Context: an optimization exercise on an open-source flow, tuned for small area. The choices shown serve that exercise and are no tape-out recipe.
No run shown here included a check of the RTL's function; only the layout flow was run.
Power and IR drop assume default switching activity.

[flow/run.sh]
#!/bin/bash
# synth_recipe.tcl (not shown) runs the flow's synth.tcl, then flattens the netlist and writes it again
# the make line also repeats each setting of config.mk as NAME=value (left out here)
make -C /OpenROAD-flow-scripts/flow DESIGN_CONFIG=/design/flow/config.mk WORK_HOME=/design/flow/orfs CLKGATE_MAP_FILE= SYNTH_SCRIPT=/design/flow/synth_recipe.tcl finish
[flow/config.mk]
export PLATFORM = sky130hd
export DESIGN_NAME = rxm_v23_sender
export DESIGN_NICKNAME = rxm_v23_sender
export VERILOG_FILES = /design/flow/design.v
export SDC_FILE = /design/flow/constraint.sdc
export NUM_CORES = 4
export LEC_CHECK = 0
export CAP_MARGIN = 20
export CORE_MARGIN = 2
export CORE_UTILIZATION = 40
export SLEW_MARGIN = 20
[flow/constraint.sdc]
create_clock -name core_clock -period 8.0 [get_ports {gmiiClk}]
set_input_delay 1.6000 -clock core_clock [delete_from_list [all_inputs] [get_ports {gmiiClk}]]
set_output_delay 1.6000 -clock core_clock [all_outputs]
set_load 0.01 [all_outputs]
[flow/design.v]
module CRC_gen (
input           Reset,
input           Clk,
input           Init,
input [7:0]     Frame_data,
input           Data_en,
input           CRC_rd,
output          CRC_end,
output reg [7:0] CRC_out
);
reg [31:0]  CRC_reg;
reg [31:0]  crc_next;
reg [3:0]   Counter;
integer     i;
always @(*) begin
    crc_next = CRC_reg;
    for (i = 0; i < 8; i = i + 1)
        crc_next = {crc_next[30:0], 1'b0} ^ ((crc_next[31] ^ Frame_data[i]) ? 32'h04c11db7 : 32'h0);
end
always @(posedge Clk or posedge Reset)
    if (Reset)          CRC_reg <= 32'hffffffff;
    else if (Init)      CRC_reg <= 32'hffffffff;
    else if (Data_en)   CRC_reg <= crc_next;
    else if (CRC_rd)    CRC_reg <= {CRC_reg[23:0], 8'hff};
always @(*)
    if (CRC_rd) CRC_out = ~{CRC_reg[24], CRC_reg[25], CRC_reg[26], CRC_reg[27],
                            CRC_reg[28], CRC_reg[29], CRC_reg[30], CRC_reg[31]};
    else        CRC_out = 8'h0;
always @(posedge Clk or posedge Reset)
    if (Reset)          Counter <= 4'h0;
    else if (!CRC_rd)   Counter <= 4'h0;
    else                Counter <= Counter + 1'b1;
assign CRC_end = (Counter == 4'd3);
endmodule
module CRC_chk (
input           Reset,
input           Clk,
input [7:0]     CRC_data,
input           CRC_init,
input           CRC_en,
input           CRC_chk_en,
output          CRC_err,
output reg      CRC_err_l
);
reg [31:0]  CRC_reg;
reg [31:0]  crc_next;
integer     i;
always @(*) begin
    crc_next = CRC_reg;
    for (i = 0; i < 8; i = i + 1)
        crc_next = {crc_next[30:0], 1'b0} ^ ((crc_next[31] ^ CRC_data[i]) ? 32'h04c11db7 : 32'h0);
end
always @(posedge Clk or posedge Reset)
    if (Reset)          CRC_reg <= 32'hffffffff;
    else if (CRC_init)  CRC_reg <= 32'hffffffff;
    else if (CRC_en)    CRC_reg <= crc_next;
assign CRC_err = CRC_chk_en & (CRC_reg != 32'hc704dd7b);
always @(posedge Clk or posedge Reset)
    if (Reset)  CRC_err_l <= 1'b0;
    else        CRC_err_l <= CRC_err;
endmodule
module rxm_v23_sender (
input           nrst,         
input           enLatch,		 
input			rst_latch,		 
input			rst_p,			 
input			one_second_l,	 
input			gmiiClk,
input           gmiiRxDv,                                       
input  [7:0]   	gmiiRxD,                                       
input           gmiiRxErr, 
output			gmiiTxEn,	 
output [7:0]	gmiiTxDa,	 
output [7:0]	rx_data,		 
output			rx_end,			 
output			rx_da_en,		 
output			rxCrcErr,		 
output          findReset_l,
output          findDevice_l,		 
output          findDeviceEnd_l,
output			findInit_l,			 
output			findActive_l,
output			findSync_l,			 
output          findCtrl_l,
output          findEctrl_l,
output          findEdata_l,
output          findData_l,
output          findStstus_l,
output			findUnknow_l,
output			chk_pkt_cnt_l,
output [15:0]	pkt_cnt,
output [15:0]	sv_cnt,
input [15:0]	dropDaAddr,			 
output			dropDaEn,			 
output [7:0]	dropDa,				 
input [15:0]	addDaAddr,			 
output			addDaEn,			 
input [7:0]		addDa,				 
input [15:0]	dropStAddr,		 
output			dropStEn,			 
output [7:0]	dropStDa,			 
input [15:0]	addStAddr,			 
output			addStEn,			 
input [7:0]		addStDa,			 
output [15:0]	rxHostMac,		 
output [7:0]	rxLocalMac,		 
output [23:0]	rxDelayTime,	 
output [31:0]	rxCfgValue,		 
output [7:0]	rxLastCmd,		 
output [1:0]	mfc,			 
output [39:0]	rxRev,			 
output [7:0]	star_chNo,		 
input [7:0]		localMac,		 
output [15:0]	rxPacketNum,
output [15:0]	rxPacketCrcErrNum,
output [7:0]	rxDnmNum,			 
output 			localIndexAviable,	 
output [1:0]	mib_da2,
output			led_crc,			 
output			rxSfd
, output		lts					 
);
parameter       State_idle          =4'd00;
parameter       State_preamble      =4'd01;
parameter       State_SFD           =4'd02;
parameter       State_data          =4'd03;
parameter       State_checkCRC      =4'd04;
parameter       State_OkEnd         =4'd05;
parameter       State_drop          =4'd06;
parameter       State_IFG           =4'd07;
reg [2:0]       Current_state  ;                                                   
reg [3:0]       ifgCnt;   
reg             RxDv_reg;      
reg [7:0]       RxD_reg;
reg             RxErr_reg;
reg             Too_short;
reg             rx_data_en;	 
reg [7:0]		local_mac_reg;
reg [23:0]		delay_reg;
reg [31:0]		conf_reg;
reg [39:0]		rev_reg;
reg [15:0]		host_mac_reg;
reg [7:0]		last_cmd_reg;
reg				rx_end_reg;
reg [7:0]		dly_reg3;
reg [7:0]		dly_reg2;
reg [7:0]		dly_reg1;
reg [7:0]		dly_reg0;
reg				dly_en_reg2;
reg				dly_en_reg1;
reg				dly_en_reg0;
reg				tx_en_reg3;
reg				tx_en_reg2;
reg				tx_en_reg1;
reg				tx_en_reg0;
reg				rx_sfd_reg;
wire [7:0]		crc_gen_daout;
wire			crc_gen_enable;
reg				crc_chk_err_level_reg;
reg 			crc_chk_eof;
reg [6:0]		genCnt;
reg				insert_device_cnt;		 
wire			crc_chk_err_l;
 assign rxCrcErr 	= crc_chk_err_level_reg;
 assign rxSfd		= rx_sfd_reg;
 wire   Clk			= gmiiClk;
always @ (negedge nrst or posedge Clk)                 
    if (~nrst) 
        begin  
            RxDv_reg      <=0;
            RxD_reg       <=0;                                                            
            RxErr_reg     <=0; 
        end
    else
        begin  
            RxDv_reg	<=gmiiRxDv;
            RxD_reg		<=gmiiRxD;                                                            
            RxErr_reg	<=gmiiRxErr; 
        end
always @ (negedge nrst or posedge Clk)                 
    if (~nrst) crc_chk_eof <= 0;
    else crc_chk_eof <= tx_en_reg0 & ~RxDv_reg; 
always @ (negedge nrst or posedge Clk)                 
    if (~nrst) Current_state   <=State_idle;                   
    else  begin              
        case (Current_state)                            
            State_idle:		if (RxDv_reg&&RxD_reg==8'h55)	Current_state <=State_preamble;  	 
            State_preamble:	if (!RxDv_reg | RxErr_reg)		Current_state <=State_drop;   	
							else if (RxD_reg==8'hd5)	Current_state <=State_SFD;                 
							else if (RxD_reg!=8'h55)	Current_state <=State_drop;   
            State_SFD:		if (!RxDv_reg | RxErr_reg)		Current_state <=State_drop;      
							else				Current_state <=State_data;    
            State_data:		if (!RxDv_reg&&!Too_short) 		Current_state <=State_checkCRC;   
							else if (!RxDv_reg&&Too_short || RxErr_reg)	Current_state <=State_drop;		 
            State_checkCRC:	if (crc_chk_err_level_reg)Current_state <=State_IFG;
							else         			Current_state <=State_OkEnd; 
            State_drop:		if (!RxDv_reg)  		Current_state <=State_IFG;     
            State_OkEnd:  	Current_state <=State_IFG;         						 
            State_IFG: 		if (ifgCnt==4'd8)	Current_state <=State_idle;   		 
            default:		Current_state <=State_idle;        
        endcase                                         
		end
always @ (negedge nrst or posedge Clk)                 
    if (~nrst)   						ifgCnt     <=0;   
    else if (Current_state==State_IFG) 	ifgCnt     <=ifgCnt + 1;                               
    else  								ifgCnt     <=0; 
always @ (posedge Clk or negedge nrst)
    if (~nrst)          					genCnt        <=0;   
    else if (Current_state==State_SFD ) 	genCnt        <=0;
    else if (Current_state==State_data && ~(&genCnt)) 	genCnt  <=genCnt+ 1'b1;
always @ (negedge nrst or posedge Clk)                 
    if (~nrst) rx_data_en <= 1'b0;   
    else if ((Current_state==State_data||Current_state==State_SFD ||rx_sfd_reg ) && gmiiRxDv ) 	rx_data_en <= 1'b1;                              
    else rx_data_en <= 1'b0;
always @ (negedge nrst or posedge Clk)                 
    if (~nrst) rx_sfd_reg <= 1'b0;   
    else if (Current_state==State_preamble && gmiiRxD==8'hd5 ) 	rx_sfd_reg <= 1'b1;                              
    else rx_sfd_reg <= 1'b0;
always @ (negedge nrst or posedge Clk)                 
    if (~nrst) Too_short <= 1'b0;   
    else if (genCnt < 7'd63)  Too_short   <=1'b1;                            
    else  Too_short   <=1'b0;
reg			posi_dmac_l;
reg			posi_type;
reg			posi_pkt_cnt;
reg			posi_sv_cnt;
reg [23:0]	gmacdata;
reg [7:0]	rx_tmp_da;
always @ (posedge Clk or negedge nrst)
    if (~nrst) 	begin 
    			posi_dmac_l <= 1'b0;
    			posi_type 	<= 1'b0;
    			posi_pkt_cnt<= 0;
    			posi_sv_cnt<= 0;
    			end
	else if(rx_data_en) begin
			posi_dmac_l 	<= (genCnt == 7'd4);		 
			posi_type 		<= (genCnt == 7'd12);		 
			posi_pkt_cnt 	<=  (genCnt == 7'd23);		 
			posi_sv_cnt 	<=  (genCnt == 7'd66);		 
			end
	else posi_dmac_l <= 1'b0;
always @ (posedge Clk or negedge nrst)
    if (~nrst) begin gmacdata <= 0;rx_tmp_da <= 0; end
	else begin 
			gmacdata[7:0] 	<= RxD_reg;
			gmacdata[15:8] 	<= gmacdata[7:0];
			gmacdata[23:16] <= gmacdata[15:8];
			rx_tmp_da		<= gmacdata[23:16];
		end
	reg		init_l_reg;
	reg		active_l_reg;
	reg		sync_l_reg;
	reg		reset_l_reg;
	reg		device_reg;
	reg		device_end_reg;
	reg		ctrl_l_reg;
	reg		ectrl_l_reg;
	reg		edata_l_reg;
	reg		data_l_reg;
	reg		status_l_reg;
	reg		unknow_l;
	wire [15:0]		source_da = {gmacdata[23:16],gmacdata[7:0]};
	always @ (posedge Clk or negedge nrst)
    if (~nrst) begin
				init_l_reg 		<= 1'b0;
				active_l_reg 	<= 1'b0;
				sync_l_reg 		<= 1'b0;
				reset_l_reg 	<= 1'b0;
				device_reg		<= 1'b0;
				device_end_reg	<= 1'b0;
				ctrl_l_reg 		<= 1'b0;
				ectrl_l_reg 	<= 1'b0;
				edata_l_reg 	<= 1'b0;
				data_l_reg 		<= 1'b0;
				status_l_reg 	<= 1'b0;
				unknow_l		<= 1'b0;
		end
	else if(~dly_en_reg2)begin
				init_l_reg 		<= 1'b0;
				active_l_reg 	<= 1'b0;
				sync_l_reg 		<= 1'b0;
				reset_l_reg 	<= 1'b0;
				device_reg		<= 1'b0;
				device_end_reg	<= 1'b0;			
				ctrl_l_reg 		<= 1'b0;
				ectrl_l_reg 	<= 1'b0;
				edata_l_reg 	<= 1'b0;
				data_l_reg 		<= 1'b0;
				status_l_reg 	<= 1'b0;
				unknow_l		<= 1'b0;
		end
	else if( posi_dmac_l) begin
				if(source_da == 16'h70_00) init_l_reg 		<= 1'b1;	
		   else if(source_da == 16'h70_01) device_reg 		<= 1'b1;
		   else if(source_da == 16'h70_02) device_end_reg	<= 1'b1;
		   else if(source_da == 16'h73_00) sync_l_reg 		<= 1'b1;
		   else if(source_da == 16'h72_00) reset_l_reg 		<= 1'b1;
		   else if(source_da == 16'h00_00) data_l_reg 		<= 1'b1;
		   else if(source_da == 16'h01_00) status_l_reg 	<= 1'b1;
		   else if(source_da == {8'h71,localMac}) 	active_l_reg 	<= 1'b1;
		   else if(source_da == {8'h61,localMac}) 	ctrl_l_reg 		<= 1'b1;
		   else if(source_da == {8'h62,localMac}) 	ectrl_l_reg 	<= 1'b1;
		   else if(source_da == {8'h63,localMac}) 	edata_l_reg 	<= 1'b1;
		   else   unknow_l <= 1'b1;
				end	
	assign findCtrl_l 	= ctrl_l_reg;
	assign findEctrl_l 	= ectrl_l_reg;
	assign findEdata_l 	= edata_l_reg;
	assign findData_l 	= data_l_reg;
	assign findStstus_l = status_l_reg;
	assign findUnknow_l	= unknow_l;
reg [2:0]	init_w1_reg;
reg [2:0]	active_w1_reg;
reg [2:0]	reset_w1_reg;
reg [2:0]	sync_w1_reg;
reg [2:0]	device_w1_reg;
reg [2:0]	device_end_w1_reg;
reg 		crc_err_reg;
always @ (posedge Clk or negedge nrst) 
    if (~nrst)  crc_err_reg <= 0; 
	else crc_err_reg 	<= rx_end_reg & ~crc_chk_err_level_reg;  
always @ (posedge Clk or negedge nrst)
    if (~nrst) begin
				init_w1_reg 	<= 0;
				active_w1_reg 	<= 0;
				reset_w1_reg 	<= 0;
				sync_w1_reg 	<= 0;
				device_w1_reg 	<= 0;
				device_end_w1_reg 	<= 0;
		end
	else begin
				init_w1_reg 	<= {init_w1_reg[1:0],	init_l_reg 		& crc_err_reg};
				active_w1_reg 	<= {active_w1_reg[1:0],	active_l_reg 	& crc_err_reg};
				reset_w1_reg 	<= {reset_w1_reg[1:0],	reset_l_reg 	& crc_err_reg};
				sync_w1_reg 	<= {sync_w1_reg[1:0],	sync_l_reg 		& crc_err_reg};
				device_w1_reg 	<= {device_w1_reg[1:0],	device_reg 		& crc_err_reg};
		device_end_w1_reg 	<= {device_end_w1_reg[1:0],device_end_reg 	& crc_err_reg};
		end
assign findInit_l 		= |init_w1_reg;
assign findActive_l 	= |active_w1_reg;
assign findDevice_l 	= |device_w1_reg;
assign findDeviceEnd_l 	= |device_end_w1_reg;
assign findSync_l 		= |sync_w1_reg;
assign findReset_l 		= |reset_w1_reg;
reg				type_reg;
reg [15:0]		pkt_cnt_reg;
reg [15:0]		pkt_sv_reg;
reg				chk_pkt_cnt;
always @ (posedge Clk or negedge nrst)
    if (~nrst) type_reg <= 0;
    else if(rx_sfd_reg) type_reg <= 0;
    else if(posi_type) type_reg <= gmacdata[15:0] == 16'hc000;		 
always @ (posedge Clk or negedge nrst)
    if (~nrst) pkt_cnt_reg <= 0;
    else if(rx_sfd_reg) pkt_cnt_reg <= 0;
    else if(posi_pkt_cnt) pkt_cnt_reg <= gmacdata[15:0] ;	
always @ (posedge Clk or negedge nrst)
    if (~nrst) pkt_sv_reg <= 0;
    else if(rx_sfd_reg) pkt_sv_reg <= 0;
    else if(posi_sv_cnt) pkt_sv_reg <= gmacdata[15:0] ;
always @ (posedge Clk or negedge nrst)
    if (~nrst) chk_pkt_cnt <= 0;
    else if (rx_sfd_reg) chk_pkt_cnt <= 0;
    else if (rx_end_reg) chk_pkt_cnt <= ~crc_chk_err_l & type_reg;		
assign chk_pkt_cnt_l 	= chk_pkt_cnt;
assign pkt_cnt			= pkt_cnt_reg;
assign sv_cnt			= pkt_sv_reg;
reg [5:0]   insert_cnt;			 
reg 		drop_status_en;
reg 		add_status_en;
reg 		drop_data_en;
reg 		add_data_en;
reg [7:0]	ch_cnt_64B;
reg [7:0]	ch_cnt_16B;
reg			rx_da_en_reg;
reg			avaib_status_drop;
reg			avaib_status_add;
reg			avaib_data_drop;
reg			avaib_data_add;
reg		dly_add_data_en;
reg		dly_add_status_en;
always @ (posedge Clk or negedge nrst)
    if (~nrst)          					insert_cnt        <= 0; 
    else if (Current_state==State_SFD ) 	insert_cnt        <= 0;
    else if (Current_state==State_data) 	insert_cnt        <= insert_cnt+ 1'b1;
always @ (posedge Clk or negedge nrst)
    if (~nrst)   ch_cnt_64B <= 0;
    else if(data_l_reg )   begin 
    			if (insert_cnt == 6'ha) ch_cnt_64B <= ch_cnt_64B + 1'b1;
    			end
    else ch_cnt_64B <= 0;
always @ (posedge Clk or negedge nrst)
    if (~nrst)   ch_cnt_16B <= 0;
    else if(status_l_reg)   begin 
    			if (insert_cnt[3:0] == 4'hb)ch_cnt_16B <= ch_cnt_16B + 1'b1;
    			end
    else ch_cnt_16B <= 0;
always @ (posedge Clk or negedge nrst)
    if (~nrst)    begin avaib_status_drop <= 0;avaib_status_add <= 0; avaib_data_drop <= 0;  avaib_data_add <= 0; end
    else begin 
    		avaib_status_drop 	<= (dropStAddr[15:8] != 0) && (dropStAddr[7:0]> dropStAddr[15:8]) && (dropStAddr[7:0] <= 8'd65);
    		avaib_status_add 	<= (addStAddr[15:8]  != 0) && (addStAddr[7:0] > addStAddr[15:8])  && (addStAddr[7:0] 	<= 8'd65);
    		avaib_data_drop 	<= (dropDaAddr[15:8] != 0) && (dropDaAddr[7:0]> dropDaAddr[15:8]) && (dropDaAddr[7:0] <= 8'd129);
    		avaib_data_add 		<= (addDaAddr[15:8]  != 0) && (addDaAddr[7:0] > addDaAddr[15:8])  && (addDaAddr[7:0]  <= 8'd129);
    	end	
always @ (posedge Clk or negedge nrst)
    if (~nrst)   drop_status_en <= 1'b0;
    else if((ch_cnt_16B == dropStAddr[15:8]) && avaib_status_drop && status_l_reg)   drop_status_en <= 1'b1;
		 else  if(ch_cnt_16B == dropStAddr[7:0])drop_status_en <= 1'b0;			 			 
always @ (posedge Clk or negedge nrst)
    if (~nrst)   add_status_en <= 1'b0;
    else if((ch_cnt_16B == addStAddr[15:8]) && avaib_status_add && status_l_reg)   add_status_en <= 1'b1;
		 else  if(ch_cnt_16B == addStAddr[7:0]) add_status_en <= 1'b0;
always @ (posedge Clk or negedge nrst)
    if (~nrst)   drop_data_en <= 1'b0;
    else if((ch_cnt_64B == dropDaAddr[15:8]) && avaib_data_drop && data_l_reg)   drop_data_en <= 1'b1;
		 else  if(ch_cnt_64B == dropDaAddr[7:0]) drop_data_en <= 1'b0;	
always @ (posedge Clk or negedge nrst)
    if (~nrst)   add_data_en <= 1'b0;
    else if((ch_cnt_64B == addDaAddr[15:8]) && avaib_data_add && data_l_reg)   add_data_en <= 1'b1;
		 else  if(ch_cnt_64B == addDaAddr[7:0]) add_data_en <= 1'b0;	
assign dropDaEn 	= drop_data_en;						 
assign dropDa	 	= gmiiRxD; 
assign addDaEn 		= add_data_en;						 
assign dropStEn		= drop_status_en;
assign dropStDa	 	= RxD_reg; 
assign addStEn		= add_status_en;
always @ (posedge Clk or negedge nrst)
    if (~nrst)    begin 
    				dly_add_data_en 	<= 1'b0; 
    				dly_add_status_en 	<= 1'b0; 
    				end
    else 		 begin 
    				dly_add_data_en 	<= add_data_en;
    				dly_add_status_en 	<= add_status_en;
    			end
always @ (posedge Clk or negedge nrst)
    if (~nrst) begin
				dly_reg0 	<= 8'h0;
				dly_reg1 	<= 8'h0;
				dly_reg2 	<= 8'h0;
				dly_reg3 	<= 8'h0;
				dly_en_reg0 <= 1'b0;
				dly_en_reg1 <= 1'b0;
				dly_en_reg2 <= 1'b0;
				tx_en_reg0	<= 1'b0;
				tx_en_reg1	<= 1'b0;
				tx_en_reg2	<= 1'b0;
				tx_en_reg3	<= 1'b0;	
		end
	else begin
				dly_reg0 	<= dly_add_data_en   ? addDa   : RxD_reg;
				dly_reg1 	<= dly_add_status_en ? addStDa : dly_reg0;			
				dly_reg2 	<= insert_device_cnt ? (rev_reg[7:0] + 1'b1) : dly_reg1;		 
				dly_reg3 	<= crc_gen_enable ? crc_gen_daout : dly_reg2;					 
				dly_en_reg0 <= rx_data_en;    
				dly_en_reg1 <= dly_en_reg0;
				dly_en_reg2 <= dly_en_reg1;
				tx_en_reg0	<= RxDv_reg;
				tx_en_reg1	<= tx_en_reg0;
				tx_en_reg2	<= tx_en_reg1;
				tx_en_reg3	<= tx_en_reg2;
		end
always @ (posedge Clk or negedge nrst)
    if (~nrst) rx_end_reg <= 1'b0;
	else  rx_end_reg <= crc_chk_eof;
always @ (posedge Clk or negedge nrst)
    if (~nrst) rx_da_en_reg <= 1'b0;
	else  if(genCnt == 7'h10) rx_da_en_reg <= 1'b1;
		  else if(Current_state==State_IFG) rx_da_en_reg <= 1'b0;
assign rx_data 	= rx_tmp_da; 
assign rx_da_en	= RxDv_reg & rx_da_en_reg;	 
assign rx_end	= rx_end_reg;
assign gmiiTxEn		= tx_en_reg3;
assign gmiiTxDa 	= dly_reg3;
always @ (posedge Clk or negedge nrst)
    if (~nrst)   begin local_mac_reg <=0; host_mac_reg <= 0; end
	else if(rst_p) begin local_mac_reg <=0; host_mac_reg <= 0; end
    else if(init_l_reg && rst_latch && genCnt == 7'hd)begin
			 local_mac_reg 	<= gmiiRxD;
			 host_mac_reg 	<= {rx_tmp_da,gmacdata[23:16]};
			end
always @ (posedge Clk or negedge nrst)
    if (~nrst)   last_cmd_reg <=0; 
    else if(rst_p) last_cmd_reg <=0;
    else if(ctrl_l_reg|ectrl_l_reg|edata_l_reg)begin
			 if(genCnt == 7'h6) last_cmd_reg <= rx_tmp_da;
			end
reg		lts_reg;
always @ (posedge Clk or negedge nrst)
    if (~nrst)  delay_reg <=0;
    else if(genCnt == 7'h10) delay_reg 		<= gmacdata[23:0];
always @ (posedge Clk or negedge nrst)
    if (~nrst)   lts_reg <= 0;
    else if(~RxDv_reg) lts_reg <= 0;
    else if (genCnt == 7'h12) lts_reg <= 1'b1;
reg [1:0]	conf_cnt_reg;		 
reg [31:0]	conf_q;
always @ (posedge Clk or negedge nrst)
    if (~nrst)  begin 	
    			conf_reg 	<=32'h0; 
    			conf_cnt_reg <= 0;
    			conf_q		<=	0;
    			end
	else if(rst_p)   begin 	
    			conf_reg 	<=32'h0;
    			conf_cnt_reg <= 0;
    			conf_q		<=	0;
    			end
    else if(sync_l_reg & (genCnt == 7'h14))begin
							conf_reg	<= {gmacdata,RxD_reg};
							conf_cnt_reg <= {conf_cnt_reg[0],(conf_reg == {gmacdata,RxD_reg})};
							if(&conf_cnt_reg) conf_q <= conf_reg;
			end	
always @ (posedge Clk or negedge nrst)
    if (~nrst) rev_reg <= 40'h0;
    else if(sync_l_reg & (genCnt == 7'h19)) rev_reg <= {dly_reg3,dly_reg2,dly_reg1,dly_reg0,RxD_reg};
always @ (posedge Clk or negedge nrst)
    if (~nrst) insert_device_cnt <= 0;
    else insert_device_cnt <= sync_l_reg & (genCnt == 7'h1a);
reg [7:0]		dnm_num_reg;
reg [1:0]		dnm_cnt;
reg [7:0]		dnm_q;
always @ (posedge Clk or negedge nrst)
    if (~nrst) begin 
    			dnm_num_reg <= 0;
    			dnm_cnt 	<= 0;
    			dnm_q		<= 0;
    		   end
    else if(rst_p) begin 
    			dnm_num_reg <= 0;
    			dnm_cnt 	<= 0;
    			dnm_q		<= 0;
    		   end
 	 else if(status_l_reg & (genCnt == 7'hc))begin
							dnm_num_reg	<= RxD_reg;
							dnm_cnt 	<= {dnm_cnt[0],(dnm_num_reg == RxD_reg)};
							if(&dnm_cnt) dnm_q <= dnm_num_reg;
			end	
 reg mfCntl_reg ;
 reg mfCnth_reg ;
always @ (posedge Clk or negedge nrst)
    if (~nrst) begin mfCntl_reg <= 0; mfCnth_reg <= 0; end
    else if(sync_l_reg & (genCnt == 7'd14)) begin mfCntl_reg <= &gmacdata[15:8];mfCnth_reg <= &gmacdata[7:0]; end 		
assign rxLocalMac	= local_mac_reg;
assign rxHostMac	= host_mac_reg;
assign rxLastCmd 	= last_cmd_reg;
assign rxDelayTime	= delay_reg;	
assign rxCfgValue 	= conf_q;
assign rxRev 		= rev_reg;
assign mfc 			= {mfCnth_reg,mfCntl_reg};
assign star_chNo	= 0; 
assign rxDnmNum		= dnm_q;
assign localIndexAviable = dnm_q == local_mac_reg;
 reg [2:0]	crc_en_cnt;
 wire		crc_gen_en;
always @ (posedge Clk or negedge nrst)
    if (~nrst) crc_en_cnt <= 3'h7;
	else  if(crc_gen_en) crc_en_cnt <= 3'h0;
		  else if(!crc_en_cnt[2]) crc_en_cnt <= crc_en_cnt + 1'b1;
assign  crc_gen_enable 	= ~crc_en_cnt[2] & ~crc_gen_en;		 
assign 	crc_gen_en 		= dly_en_reg2 & gmiiRxDv;			 
CRC_gen rxm_crc_gen(
.Reset                    (~nrst),
.Clk                      (Clk),
.Init                     (rx_sfd_reg),	 
.Frame_data               (dly_reg2),   		 
.Data_en                  (crc_gen_en), 
.CRC_rd                   (crc_gen_enable),
.CRC_out                  (crc_gen_daout),		 
.CRC_end                  ()					 
);
wire			crc_chk_err;
CRC_chk rxm_crc_chk(
.Reset                      (~nrst), 
.Clk                        (Clk),
.CRC_init                   (rx_sfd_reg),	 
.CRC_data                   (RxD_reg),			 
.CRC_en                     (rx_data_en),		 
.CRC_chk_en                 (crc_chk_eof),		 
.CRC_err                    (crc_chk_err),		 
.CRC_err_l					(crc_chk_err_l)		 
);   
always @ (posedge Clk or negedge nrst)
    if (~nrst) crc_chk_err_level_reg <= 0;
	else if(crc_chk_err_l) crc_chk_err_level_reg <= 1'b1;
	     else if(Current_state==State_idle) crc_chk_err_level_reg <= 1'b0;
reg [15:0]		packet_all_cnt_reg;
reg [15:0]		latch_packet_all_cnt;
reg	[1:0]		one_second_edge;
always @ (posedge Clk or negedge nrst)
    if (!nrst) one_second_edge <= 0;
    else one_second_edge <= {one_second_edge[0],one_second_l};
reg 	one_second_e;
always @ (posedge Clk or negedge nrst)
    if (!nrst) one_second_e <= 0;
    else one_second_e <=  ~one_second_edge[0] & one_second_edge[1];	
always @ (posedge Clk or negedge nrst)
    if (~nrst) packet_all_cnt_reg <= 0;
    else if(one_second_e) packet_all_cnt_reg <= 0;
    else if(Current_state==State_SFD) packet_all_cnt_reg <= packet_all_cnt_reg + 1'b1;
always @ (posedge Clk or negedge nrst)
    if (~nrst) latch_packet_all_cnt <= 0;
    else if(one_second_e) latch_packet_all_cnt <= packet_all_cnt_reg;
reg [15:0]		packet_all_crc_err_cnt_reg;
reg [15:0]		latch_packet_all_crc_err_cnt;
reg				led_crc_reg;
always @ (posedge Clk or negedge nrst)
    if (~nrst) packet_all_crc_err_cnt_reg <= 0;
    else if(one_second_e) packet_all_crc_err_cnt_reg <= 0;
    else if(crc_chk_err_l) packet_all_crc_err_cnt_reg <= packet_all_crc_err_cnt_reg + 1'b1;
always @ (posedge Clk or negedge nrst)
    if (~nrst) begin latch_packet_all_crc_err_cnt <= 0; led_crc_reg <= 0; end
    else if(one_second_e) begin 
    							latch_packet_all_crc_err_cnt <= packet_all_crc_err_cnt_reg;  
    							led_crc_reg <=  |packet_all_crc_err_cnt_reg; 
    						end
assign rxPacketNum			= latch_packet_all_cnt;	
assign rxPacketCrcErrNum	= latch_packet_all_crc_err_cnt;
assign led_crc 				= led_crc_reg;
reg		pkt_ok_reg;
always @ (posedge Clk or negedge nrst)
    if (~nrst) pkt_ok_reg <= 1'b0;
    else if(Current_state==State_SFD)  pkt_ok_reg <= 1'b0;
	else if(rx_end_reg)  pkt_ok_reg <= ~crc_chk_err_l;
assign mib_da2 = {pkt_ok_reg,RxDv_reg};
assign lts = lts_reg;
endmodule            
==> flow_summary.json, run 1 <==
{
  "drt-pass1-iter-count": 7,
  "totalWireLength_microns": 67300,
  "clock_latency_ns": 0.65,
  "io_pins": 373,
  "first_iter_violations": 1089,
  "areaGrowthSynthToFinish_pct": 24.8,
  "cp_num_buf_inv": 2,
  "antenna_cells": 0,
  "hp-start": "dly_en_reg1",
  "antenna_found_initial": 3,
  "cts_hold_buffers": 0,
  "wl_per_cell_microns": 20.0,
  "synth.largest_area_cell": "dfrtp_1",
  "crit_chain": "clkdlybuf4s50_1 -> clkdlybuf4s50_1",
  "fp.dieW_microns": 252,
  "setup_tns_ns": 0,
  "rsz0062_at_grt": "no",
  "power_leakage_nw": 13.4,
  "worst_pin_slew_ns": 1.08,
  "synthesis.area_sq_mm": 0.0246,
  "status": "no timing/DRC/antenna violations",
  "largest_reg_flops": 40,
  "yosys_warnings": 3,
  "period_needed_ns": 4.34,
  "required_ns": 6.40,
  "syn_inst": 2244,
  "cp_slowest_cell": "clkdlybuf4s50_1",
  "syn_area_per_cell_sq_um": 11.0,
  "finClkSkew_ns": 0.0535,
  "ys_async_sr_fraction_pct": 100,
  "final_hold_viol_count": 0,
  "dp_cells": 3258,
  "rows": 90,
  "numCtsBuffers": 56,
  "hold_path.class": "reg2reg",
  "whs_ns": 0.301,
  "top_usage_layer": "met2",
  "min_period_over_period_pct": 54.3,
  "gp_congestion": 0.858,
  "fillers": 5380,
  "cts_buffer_depth": 3,
  "final_common_cell": "dfrtp_1",
  "multiInputGateArea_sq_mm": 0.0106,
  "drcViolationCount": 0,
  "synth_area_leaders": "dfrtp_1 46%, dfstp_2 7.1%, xnor2_1 5.7%",
  "vias_per_cell": 5.22,
  "dp_hpwl_microns": 46100,
  "synth-seq-cells": 524,
  "critPathTopFamily": "buffers and inverters",
  "synth_flop_cell": "dfrtp_1",
  "grt_max_degree": 182,
  "ys_seq_area_share_pct": 53.6,
  "vias": 17600,
  "slew_headroom_pct": 28.3,
  "htreeDepth": 2,
  "post_cts_resized": 0,
  "grt_overflow": 0,
  "crit_arrival_ns": 2.74,
  "synth_top_area_share_pct": 46.4,
  "grt_use_met3_pct": 4.75,
  "total_power_mw": 8.23,
  "path_clk_slew_ns": 0.06,
  "worstSetupPathType": "in2out",
  "max_clock_freq_mhz": 230,
  "cp-end-kind": "output pin",
  "p_per_area_mw_per_mm2": 268,
  "maxCapViolations": 0,
  "io_buffers": 363,
  "post_cts_buffers": 0,
  "cp_max_fo": 4,
  "antenna_left": 0,
  "setup_violations": 0,
  "grt_use_total_pct": 21.2,
  "seqCellArea_sq_mm": 0.0132,
  "final_cell_mix": "455 x dfrtp_1, 361 x clkdlybuf4s50_1, 202 x nand2_1, 199 x nor2_1, 159 x xnor2_1",
  "cts_root_buffer": "clkbuf_16",
  "core_area_sq_mm": 0.0606,
  "clkSinkCount": 524,
  "met1_usage_pct": 28.8,
  "synth_edf_count": 0,
  "cpPeakStageDelay_ns": 0.57,
  "peakVddDrop_v": 0.000185,
  "crit_path_start": "gmiiRxD[6]",
  "cp-start-kind": "input port",
  "grt_util_met2_pct": 34.5,
  "cts_tree": "built",
  "grt_first_pass_wirelength_microns": 106000,
  "timing.rr.start": "Current_state[0]",
  "final_cells": 3362,
  "synth_cell_types": 67,
  "start_util_pct": 40.6,
  "first_global_vias": 17800,
  "die_h_microns": 252,
  "slew_viol_final": 0,
  "finalNetCount": 2686,
  "drive_above_1_share_pct": 12.7,
  "die-area_sq_mm": 0.0636,
  "cp_common_cell": "clkdlybuf4s50_1"
}
==> Yosys cell counts, drive strengths merged (3+ instances only) <==
master and n:
a211o 22, a21o 6, a21oi 129, a22o 35, a31oi 6, a41oi 3, and2 26, and3 16
and4 5, and4b 3, buf 37, clkbuf 121, dfrtp 457, dfstp 67, ha 47, inv 51
mux2 112, mux2i 66, nand2 203, nand2b 24, nand3 50, nand3b 6, nand4 41, nand4b 6
nor2 201, nor2b 18, nor3 13, nor3b 5, nor4 27, nor4b 5, o211ai 3, o21a 10
o21ai 57, o21bai 6, o221ai 9, o22ai 6, o31ai 6, or2 14, or3 12, or4 5
xnor2 173, xor2 116
==> cell type report <==
| cell class | count | share of cell area, % |
|---|---|---|
| Timing Repair Buffer | 384 | 12.4 |
| Multi-Input combinational cell | 1516 | 34.5 |
| Inverter | 53 | 0.647 |
| Clock buffer | 83 | 5.28 |
| Sequential cell | 524 | 42.9 |
| Clock inverter | 20 | 1.06 |
| Tap cell | 782 | 3.18 |
==> per-layer routing <==
metal | share of wire [%] | wire (microns) | up-vias
met3 | 6.0 | 4030 | 94
met5 | 0.036 | 24 | -
met4 | 2.1 | 1390 | 4
met1 | 43 | 29200 | 8860
met2 | 49 | 32700 | 425
li1 | - | - | 8178
==> power breakdown <==
part	internal, mW	total, mW	switching, mW
clock	1.61	2.72	1.12
combinational	1.04	2.21	1.16
sequential	2.99	3.29	0.304
total	5.64	8.23	2.59
==> stage by stage <==
stage	instance area [sq um]	util, %	setup WS (ns)
CTS	30700	50.7	3.66
global route	30700	50.7	3.64
global placement	28800	47.5	3.67
finish	30700	50.7	3.66
floorplan	24700	-	4.68
detailed placement	28800	47.5	3.66
==> cells by family (layout without fill, tap and decap cells) <==
logic type                 count (synthesis)  in the layout  share of synthesized area (%)
AOI/OAI and AO/OA                        306            306                           7.77
xor gates and xnor gates                 292            292                           11.5
adders and majority gates                 47             47                           2.39
buffers and inverters                    211            540                           3.61
DFF                                      524            524                           53.6
muxes                                    178            178                           7.80
other                                      1              8                         0.0152
and+or+nand+nor                          685            685                           13.3
==> final timing paths <==
kind | endpoint | slack [ns] | depth (start not counted)
max | dropDa[6] | 3.66 | 2
min | dly_en_reg2 | 0.30 | 0
max reg2reg | packet_all_cnt_reg[13] | 5.10 | 7
min reg2reg | dly_en_reg2 | 0.30 | 0
max in group asynchronous | delay_reg[3] | 5.34 | 2
min in group asynchronous | rev_reg[13] | 1.00 | 1
==> run 2, diff against run 1 <==
==> flow/flow/run.sh (new file) <==
#!/bin/bash
# Standard ORFS layout, with small port buffers and a leaner clock tree.
set -eo pipefail
export BUFFER_PORTS_ARGS="-buffer_cell sky130_fd_sc_hd__buf_1"
export CTS_ARGS="-sink_clustering_enable -repair_clock_nets -dont_use_dummy_load"
bash standard.sh finish > standard_flow.log 2>&1
==> flow/standard.sh (new file) <==
#!/bin/bash
# synth_recipe.tcl (not shown) runs the flow's synth.tcl, then flattens the netlist and writes it again
# the make line also repeats each setting of config.mk as NAME=value (left out here)
make -C /OpenROAD-flow-scripts/flow DESIGN_CONFIG=/design/flow/config.mk WORK_HOME=/design/flow/orfs CLKGATE_MAP_FILE= SYNTH_SCRIPT=/design/flow/synth_recipe.tcl "${@:-finish}"
removed: flow/run.sh
==> flow_summary.json, run 2 <==
{
  "cp_common_cell": "buf_1",
  "rows": 90,
  "totalWireLength_microns": 64500,
  "worst_pin_slew_ns": 1.10,
  "areaGrowthSynthToFinish_pct": 13.6,
  "largest_reg_flops": 40,
  "grt_overflow": 0,
  "max_clock_freq_mhz": 281,
  "power_leakage_nw": 12.3,
  "synth_area_leaders": "dfrtp_1 46%, dfstp_2 7.1%, xnor2_1 5.7%",
  "fp.dieW_microns": 252,
  "antenna_found_initial": 3,
  "synth.largest_area_cell": "dfrtp_1",
  "cp_max_fo": 4,
  "cp_num_buf_inv": 2,
  "fillers": 5569,
  "drcViolationCount": 0,
  "synth.most_common_cell": "dfrtp_1",
  "syn_area_per_cell_sq_um": 11.0,
  "reg2reg_to": "Current_state[2]",
  "status": "no timing/DRC/antenna violations",
  "hold_path.class": "reg2reg",
  "cpPeakStageDelay_ns": 0.18,
  "synth_edf_count": 0,
  "post_cts_buffers": 0,
  "maxCapViolations": 0,
  "setup_violations": 0,
  "synth_cell_types": 67,
  "post_cts_resized": 0,
  "drive_above_1_share_pct": 11.8,
  "htreeDepth": 2,
  "utilization_pct": 46.2,
  "ys_async_sr_fraction_pct": 100,
  "syn_inst": 2244,
  "yosys_warnings": 3,
  "gp_congestion": 0.886,
  "cts_root_buffer": "clkbuf_16",
  "synth_top_area_share_pct": 46.4,
  "required_ns": 6.40,
  "vias": 17500,
  "slew_viol_final": 0,
  "path_clk_slew_ns": 0.05,
  "drt-pass1-iter-count": 5,
  "cts_buffer_depth": 3,
  "r2r_cells": 7,
  "timing.rr.start": "RxD_reg[4]",
  "synthesis.area_sq_mm": 0.0246,
  "clock_latency_ns": 0.62,
  "antenna_cells": 0,
  "wl_per_cell_microns": 19.4,
  "synth-seq-cells": 524,
  "worstSetupPathType": "in2out",
  "clkSinkCount": 524,
  "die_h_microns": 252,
  "synth_flop_cell": "dfrtp_1",
  "finClkSkew_ns": 0.0741,
  "core_area_sq_mm": 0.0606,
  "dp_hpwl_microns": 44600,
  "first_global_vias": 17500,
  "final_hold_viol_count": 0,
  "slew_headroom_pct": 26.4,
  "ys_seq_area_share_pct": 53.6,
  "first_iter_violations": 1245,
  "final_common_cell": "dfrtp_1",
  "io_pins": 373,
  "die-area_sq_mm": 0.0636,
  "synth_commonest_cells": "457 x dfrtp_1, 203 x nand2_1, 200 x nor2_1",
  "period_needed_ns": 3.56,
  "reg2reg_setup_slack_ns": 5.05,
  "crit_arrival_ns": 1.96,
  "peakVddDrop_v": 0.000174,
  "crit_chain": "buf_1 -> buf_1",
  "final_cell_mix": "455 x dfrtp_1, 361 x buf_1, 202 x nand2_1, 199 x nor2_1, 159 x xnor2_1",
  "grt_max_degree": 163,
  "cp.depth": 2,
  "cp-start-kind": "input port",
  "cts_tree": "built",
  "numCtsBuffers": 57,
  "setup_tns_ns": 0,
  "cp_slowest_cell": "buf_1",
  "grt_use_total_pct": 20.2,
  "start_util_pct": 40.6,
  "p_per_area_mw_per_mm2": 273,
  "critPathTopFamily": "buffers and inverters",
  "rsz0062_at_grt": "no",
  "endpoint": "dropDa[6]",
  "io_buffers": 363,
  "grt_first_pass_wirelength_microns": 102000,
  "vias_per_cell": 5.27,
  "cp-end-kind": "output pin",
  "min_period_over_period_pct": 44.5,
  "cts_hold_buffers": 0,
  "antenna_left": 0,
  "crit_path_start": "gmiiRxD[6]",
  "finalNetCount": 2689
}
==> run 2: cell types whose count changed in the layout (fill, tap and decap cells not counted), moves of 2 or more <==
cell / change
buf_1: +361
bufinv_16: -6
clkbuf_1: -15
clkbuf_8: -12
clkdlybuf4s50_1: -361
clkinv_16: -2
clkinv_2: -7
clkinvlp_4: -3
==> run 2: cell families (layout without fill, tap and decap cells) <==
| family | count (synthesis) | in the layout | synth area share [%] |
|---|---|---|---|
| multiplexers | 178 | 178 | 7.80 |
| buffers and inverters | 211 | 496 | 3.61 |
| XOR/XNOR | 292 | 292 | 11.5 |
| adder cells (fa/ha/maj) | 47 | 47 | 2.39 |
| AND/OR/NAND/NOR | 685 | 685 | 13.3 |
| AO/OA/AOI/OAI | 306 | 306 | 7.77 |
| other | 1 | 8 | 0.0152 |
| flip-flops | 524 | 524 | 53.6 |
==> run 2: worst min-delay path by stage <==
stage           startpoint           to  cells past startpoint
2_1_floorplan  dly_en_reg0  dly_en_reg1                      0
3_3_place_gp   dly_en_reg0  dly_en_reg1                      0
3_5_place_dp    tx_en_reg2   tx_en_reg3                      0
4_1_cts         tx_en_reg2   tx_en_reg3                      0
5_1_grt        dly_en_reg1  dly_en_reg2                      0
6_report        tx_en_reg2   tx_en_reg3                      0
==> run 2: metrics by stage <==
| stage | worst slack [ns] | instance area, sq um | power, mW | cells | hold slack (ns) |
|---|---|---|---|---|---|
| after floorplan | 4.68 | 24700 | 4.94 | 2251 | 0.331 |
| after global placement | 4.44 | 26500 | 5.43 | 3259 | 0.332 |
| after detailed placement | 4.45 | 26500 | 5.46 | 3259 | 0.336 |
| after CTS | 4.44 | 27900 | 7.72 | 3316 | 0.349 |
| after global routing | 4.41 | 28000 | 8.07 | 3318 | 0.357 |
| final | 4.44 | 28000 | 7.63 | 3318 | 0.346 |
==> run 2: where the power goes <==
| group | internal, mW | switching (mW) |
|---|---|---|
| Clock | 1.24 | 0.973 |
| Sequential | 2.99 | 0.300 |
| Combinational | 0.971 | 1.16 |
| Total | 5.20 | 2.43 |
==> run 2: metal layers <==
metal	vias to the layer above	share of wire [%]	track usage [%]
met5	-	0	0
met4	0	2.7	5.87
met3	105	6.0	4.28
met2	477	47	32.4
met1	8797	44	27.7
li1	8120	-	-
==> run 2: layout make-up <==
cell class,count,area (sq um),share of cell area (%)
clock buffers,57,1430,5.10
flip-flops and latches,524,13200,47.2
inverters,53,199,0.711
well taps,782,978,3.50
repair buffers,386,1580,5.65
multi-input cells,1516,10600,37.9
==> run 3, diff against run 2 <==
==> flow/flow/run.sh (replaced) <==
#!/bin/bash
# Standard ORFS layout, with small port buffers and a leaner clock tree.
set -eo pipefail
export BUFFER_PORTS_ARGS="-buffer_cell sky130_fd_sc_hd__buf_1"
export CTS_ARGS="-sink_clustering_enable -repair_clock_nets -dont_use_dummy_load -buf_list {sky130_fd_sc_hd__clkbuf_4} -sink_clustering_size 12 -sink_clustering_max_diameter 40"
bash standard.sh finish > standard_flow.log 2>&1
--- a/flow/config.mk
+++ b/flow/config.mk
@@ -9,3 +9,4 @@
 export CORE_MARGIN = 2
-export CORE_UTILIZATION = 40
+export CORE_UTILIZATION = 65
+export PLACE_DENSITY = 0.75
 export SLEW_MARGIN = 20
==> flow_summary.json, run 3 <==
{
  "status": "no timing/DRC/antenna violations",
  "grt_max_degree": 168,
  "crit_path_start": "rx_sfd_reg",
  "grt_use_total_pct": 32.1,
  "die-area_sq_mm": 0.0395,
  "wl_per_cell_microns": 20.1,
  "synth_commonest_cells": "457 x dfrtp_1, 203 x nand2_1, 200 x nor2_1",
  "first_iter_violations": 1276,
  "synth.most_common_cell": "dfrtp_1",
  "ys_async_sr_fraction_pct": 100,
  "maxCapViolations": 0,
  "pwr-share-seq_pct": 49.3,
  "grt_overflow": 0,
  "peakVddDrop_v": 0.000169,
  "core_area_sq_mm": 0.0375,
  "cts_hold_buffers": 0,
  "cts_buffer_depth": 3,
  "rows": 71,
  "start_util_pct": 65.7,
  "final_cell_mix": "455 x dfrtp_1, 361 x buf_1, 202 x nand2_1, 199 x nor2_1, 159 x xnor2_1",
  "setup_tns_ns": 0,
  "io_buffers": 363,
  "combPwrFrac_pct": 32.0,
  "internal_power_mw": 4.36,
  "seqCellArea_sq_mm": 0.0132,
  "synth_edf_count": 0,
  "fin_ws_ns": 4.27,
  "clkSinkCount": 524,
  "cts_root_buffer": "clkbuf_4",
  "synth_cell_types": 67,
  "worst_pin_slew_ns": 1.03,
  "finalNetCount": 2703,
  "period_needed_ns": 3.73,
  "numCtsBuffers": 70,
  "slew_viol_final": 0,
  "timing.rr.start": "Current_state[0]",
  "path_clk_slew_ns": 0.11,
  "drcViolationCount": 0,
  "synth_area_leaders": "dfrtp_1 46%, dfstp_2 7.1%, xnor2_1 5.7%",
  "rsz0062_at_grt": "no",
  "hp-start": "tx_en_reg2",
  "whs_ns": 0.324,
  "max_clock_freq_mhz": 268,
  "ys_seq_area_share_pct": 53.6,
  "grt_first_pass_wirelength_microns": 98300,
  "worstSetupPathType": "reg2out",
  "synth.largest_area_cell": "dfrtp_1",
  "synth_top_area_share_pct": 46.4,
  "p_sw_share_pct": 34.6,
  "drive_above_1_share_pct": 12.2,
  "die_h_microns": 199,
  "synth-seq-cells": 524,
  "multiInputGateArea_sq_mm": 0.0106,
  "slew_headroom_pct": 31.5,
  "fillers": 2879,
  "totalWireLength_microns": 61500,
  "htreeDepth": 3,
  "power_leakage_nw": 11.9,
  "yosys_warnings": 3,
  "crit_arrival_ns": 2.13,
  "clock_latency_ns": 0.79,
  "required_ns": 6.40,
  "fp.dieW_microns": 199,
  "p_switching_mw": 2.31,
  "setup_violations": 0,
  "cp-end-kind": "output pin",
  "first_global_vias": 18100,
  "cp-start-kind": "flop",
  "min_period_over_period_pct": 46.7,
  "io_pins": 373,
  "final_hold_viol_count": 0,
  "syn_area_per_cell_sq_um": 11.0,
  "finClkSkew_ns": 0.0717,
  "synth_flop_cell": "dfrtp_1",
  "areaGrowthSynthToFinish_pct": 8.59,
  "dp_hpwl_microns": 42800,
  "largest_reg_flops": 40,
  "pwr-share-clk_pct": 18.7,
  "p_per_area_mw_per_mm2": 249,
  "vias_per_cell": 5.87,
  "syn_inst": 2244,
  "post_cts_buffers": 0,
  "place_ws_ns": 4.29,
  "gp_congestion": 0.974,
  "antenna_found_initial": 1,
  "vias": 18000,
  "cp_max_fo": 100,
  "antenna_left": 0,
  "cts_tree": "built",
  "hold_path.class": "reg2reg",
  "post_cts_resized": 0,
  "drt-pass1-iter-count": 5,
  "final_common_cell": "dfrtp_1",
  "synthesis.area_sq_mm": 0.0246
}
## run 3: cell counts after synthesis
No cell type changed its count.
## run 3: final timing paths
kind                                                 end  slack, ns  cells after the start
min in group asynchronous        rxm_crc_gen.CRC_reg[28]       0.93                      1
max in group asynchronous  packet_all_crc_err_cnt_reg[2]       5.43                      3
hold reg to reg                               tx_en_reg3       0.32                      0
setup reg to reg                  packet_all_cnt_reg[15]       5.20                      7
setup / recovery                                   rxSfd       4.27                      2
hold / removal                                tx_en_reg3       0.32                      0
## run 3: layout make-up
class,count,share of cell area [%]
inverters,53,0.744
repair buffers,387,5.94
clock buffers,70,1.97
well taps,511,2.39
diodes,1,0.00936
multi-input cells,1516,39.6
flip-flops and latches,524,49.4
## run 3: logic make-up after synthesis
kind of cell / count (synthesis) / synth area share [%]
and+or+nand+nor: 685 / 13.3
AOI/OAI and AO/OA: 306 / 7.77
buffers and inverters: 211 / 3.61
adders and majority gates: 47 / 2.39
xor gates and xnor gates: 292 / 11.5
DFF: 524 / 53.6
other: 1 / 0.0152
muxes: 178 / 7.80
## run 3: per-layer routing
layer	up-vias	track usage (%)	routed length, microns
met5	-	0	0
met4	0	12.2	2240
met3	148	7.46	4560
met2	657	50.6	29200
met1	8999	43.5	25500
li1	8157	-	-
## run 3: per-stage QoR
| stage | total power, mW | std cells | instance area [sq um] | util [%] |
|---|---|---|---|---|
| global route | 7.06 | 3062 | 26700 | 71.3 |
| CTS | 6.70 | 3059 | 26700 | 71.2 |
| global placement | 5.39 | 2989 | 26200 | 69.8 |
| finish | 6.67 | 3062 | 26700 | 71.3 |
| floorplan | 4.94 | 2251 | 24700 | - |
| detailed placement | 5.46 | 2989 | 26200 | 69.8 |
## run 3: power groups by stage
stage	clock network, mW	logic (mW)	registers (mW)
after floorplan	0	1.73	3.21
after global placement	0	2.07	3.32
after detailed placement	0	2.13	3.33
after CTS	1.28	2.14	3.28
after global routing	1.38	2.36	3.32
final	1.24	2.14	3.29
## run 3: critical path: stages (launching register included)
cell,delay (ns)
dfrtp_2,0.35
buf_4,0.76
buf_1,0.23
==> run 4, diff against run 3 <==
==> flow/flow/run.sh (replaced) <==
#!/bin/bash
# Standard ORFS layout, with small port buffers and a leaner clock tree.
set -eo pipefail
export BUFFER_PORTS_ARGS="-buffer_cell sky130_fd_sc_hd__buf_1"
export CTS_ARGS="-sink_clustering_enable -repair_clock_nets -dont_use_dummy_load -buf_list {sky130_fd_sc_hd__clkbuf_8} -sink_clustering_size 20 -sink_clustering_max_diameter 60"
bash standard.sh finish > standard_flow.log 2>&1
==> flow_summary.json, run 4 <==
{
  "postLayoutCellArea_sq_mm": 0.0267,
  "clock_latency_ns": 0.64,
  "rsz0062_at_grt": "no",
  "cts_root_buffer": "clkbuf_8",
  "r2r_cells": 7,
  "cp.depth": 2,
  "pwr-share-clk_pct": 18.6,
  "synth.largest_area_cell": "dfrtp_1",
  "io_buffers": 363,
  "peakVddDrop_v": 0.000176,
  "gp_congestion": 0.974,
  "die_h_microns": 199,
  "cp_slowest_cell": "buf_1",
  "drt-pass1-iter-count": 6,
  "finalNetCount": 2670,
  "status": "no timing/DRC/antenna violations",
  "cp-end-kind": "output pin",
  "first_iter_violations": 1237,
  "cp_num_buf_inv": 2,
  "finClkSkew_ns": 0.0875,
  "drcViolationCount": 0,
  "reg2reg_setup_slack_ns": 5.17,
  "utilization_pct": 71.3,
  "syn_inst": 2244,
  "synth_edf_count": 0,
  "p_switching_mw": 2.28,
  "io_pins": 373,
  "cp_common_cell": "buf_1",
  "cp-start-kind": "input port",
  "vias": 17700,
  "final_cell_mix": "455 x dfrtp_1, 361 x buf_1, 202 x nand2_1, 199 x nor2_1, 159 x xnor2_1",
  "cts_buffer_depth": 3,
  "cts_tree": "built",
  "crit_chain": "buf_1 -> buf_1",
  "synth_cell_types": 67,
  "largest_reg_flops": 40,
  "yosys_warnings": 3,
  "htreeDepth": 2,
  "max_clock_freq_mhz": 275,
  "syn_area_per_cell_sq_um": 11.0,
  "postPlaceCellArea_sq_mm": 0.0262,
  "final_cells": 3029,
  "internal_power_mw": 4.38,
  "start_util_pct": 65.7,
  "fillers": 2886,
  "synth-seq-cells": 524,
  "post_cts_buffers": 0,
  "path_clk_slew_ns": 0.11,
  "grt_overflow": 0,
  "p_per_area_mw_per_mm2": 249,
  "pwr-share-seq_pct": 49.3,
  "synthesis.area_sq_mm": 0.0246,
  "period_needed_ns": 3.64,
  "final_common_cell": "dfrtp_1",
  "slew_headroom_pct": 28.4,
  "min_period_over_period_pct": 45.5,
  "synth_top_area_share_pct": 46.4,
  "power_leakage_nw": 11.9,
  "combPwrFrac_pct": 32.1,
  "synth_area_leaders": "dfrtp_1 46%, dfstp_2 7.1%, xnor2_1 5.7%",
  "synth_commonest_cells": "457 x dfrtp_1, 203 x nand2_1, 200 x nor2_1",
  "synth_flop_cell": "dfrtp_1",
  "setup_violations": 0,
  "antenna_found_initial": 0,
  "synth.most_common_cell": "dfrtp_1",
  "numCtsBuffers": 38,
  "slew_viol_final": 0,
  "grt_use_total_pct": 31.8,
  "critPathTopFamily": "buffers and inverters",
  "crit_arrival_ns": 2.04,
  "setup_tns_ns": 0,
  "hold_path.class": "reg2reg",
  "antenna_left": 0,
  "die-area_sq_mm": 0.0395,
  "p_sw_share_pct": 34.2,
  "areaGrowthSynthToFinish_pct": 8.50,
  "vias_per_cell": 5.83,
  "post_cts_resized": 0,
  "cp_max_fo": 4,
  "worstSetupPathType": "in2out",
  "ys_async_sr_fraction_pct": 100,
  "wl_per_cell_microns": 20.2,
  "min_path_cells": 0,
  "maxCapViolations": 0,
  "grt_max_degree": 168,
  "clkSinkCount": 524,
  "totalWireLength_microns": 61100,
  "rows": 71,
  "cpPeakStageDelay_ns": 0.25,
  "final_hold_viol_count": 0,
  "whs_ns": 0.347,
  "grt_first_pass_wirelength_microns": 97500,
  "drive_above_1_share_pct": 11.1,
  "dp_hpwl_microns": 42800,
  "ys_seq_area_share_pct": 53.6,
  "required_ns": 6.40,
  "fp.dieW_microns": 199,
  "core_area_sq_mm": 0.0375,
  "worst_pin_slew_ns": 1.07,
  "first_global_vias": 17800,
  "cts_hold_buffers": 0,
  "dp_cells": 2989
}
==> run 4: changes by cell type in the layout (fill, tap and decap cells not counted) <==
cell,delta
clkbuf_8,+38
clkbuf_4,-70
buf_12,-1
==> run 4: per-stage QoR <==
step                power (mW)  setup WS, ns
global route              7.05          4.30
finish                    6.66          4.36
detailed placement        5.46          4.29
global placement          5.39          4.33
floorplan                 4.94          4.68
CTS                       6.68          4.35
==> run 4: cell families after synthesis <==
logic type,after synthesis,synth area share (%)
XOR/XNOR,292,11.5
flip-flops,524,53.6
buffers and inverters,211,3.61
AO/OA/AOI/OAI,306,7.77
other,1,0.0152
multiplexers,178,7.80
adder cells (fa/ha/maj),47,2.39
AND/OR/NAND/NOR,685,13.3
==> run 4: power by group through the flow <==
| stage | clock [mW] | sequential (mW) | combinational, mW |
|---|---|---|---|
| after floorplan | 0 | 3.21 | 1.73 |
| after global placement | 0 | 3.32 | 2.07 |
| after detailed placement | 0 | 3.33 | 2.13 |
| after CTS | 1.26 | 3.28 | 2.14 |
| after global routing | 1.36 | 3.32 | 2.36 |
| final | 1.24 | 3.29 | 2.14 |
==> run 4: worst reg2reg max path: cells and delay by family, from the launching register on <==
family,cells,cell delay (ns)
and+or+nand+nor,6,1.91
DFF,1,0.64
xor gates and xnor gates,1,0.14
==> run 4: path summary, 6_finish.rpt <==
kind	from	end
max reg2reg	Current_state[0]	packet_all_cnt_reg[15]
min	tx_en_reg1	tx_en_reg2
min reg2reg	tx_en_reg1	tx_en_reg2
max in group asynchronous	nrst	one_second_e
max	gmiiRxD[0]	dropDa[0]
min in group asynchronous	nrst	rxm_crc_gen.CRC_reg[24]
==> run 4: area by class of cell <==
class                           count  area, sq um  share of cell area, %
Sequential cell                   524        13200                   49.4
Multi-Input combinational cell   1516        10600                   39.6
Timing Repair Buffer              386         1570                   5.87
Tap cell                          511          639                   2.39
Clock buffer                       38          523                   1.96
Inverter                           53          199                  0.745
Antenna cell                        1         2.50                0.00937
==> run 4: layer usage <==
| metal | routed length, microns | part of all wire [%] | global-route usage (%) | up-vias |
|---|---|---|---|---|
| li1 | - | - | - | 8072 |
| met1 | 25600 | 42 | 43.3 | 8917 |
| met2 | 29400 | 48 | 51.0 | 556 |
| met3 | 4100 | 6.7 | 6.49 | 123 |
| met4 | 2000 | 3.3 | 11.4 | 0 |
| met5 | 0 | 0 | 0 | - |

[afterwards: timing with drivers on the ports]
No port has a modelled driver above. Below, the same layouts with a new extraction and two added sets of constraints.
Step 1 (the two cells are an assumption about what drives the block):
set clk [get_ports {gmiiClk}]
set_driving_cell -lib_cell sky130_fd_sc_hd__clkbuf_16 $clk
set_driving_cell -lib_cell sky130_fd_sc_hd__buf_2 [delete_from_list [all_inputs] $clk]
Step 2 adds t to the input delays and takes it off the output delays; t is the mean of the earliest and latest rising clock arrival at the registers after step 1. Input paths then give back, and output paths get back, about the clock's delay inside the block.
a / b / c = ideal / step 1 / step 2; a / b = the first two.
| run | t, ns | setup slack, ns | worst setup path at the end | pins driven straight from the clock port |
|---|---|---|---|---|
| run 1 | 0.687 | 3.660 / 3.630 / 3.630 | input to output | 1 |
| run 2 | 0.649 | 4.437 / 4.415 / 4.415 | input to output | 1 |
| run 3 | 0.807 | 4.266 / 4.211 / 4.231 | input to register | 1 |
| run 4 | 0.657 | 4.362 / 4.340 / 4.240 | input to register | 1 |
After both steps every run listed still meets setup and hold. The setup slack of run 4, which loses most, moves by -0.022 ns with the drivers and by -0.122 ns with both steps.
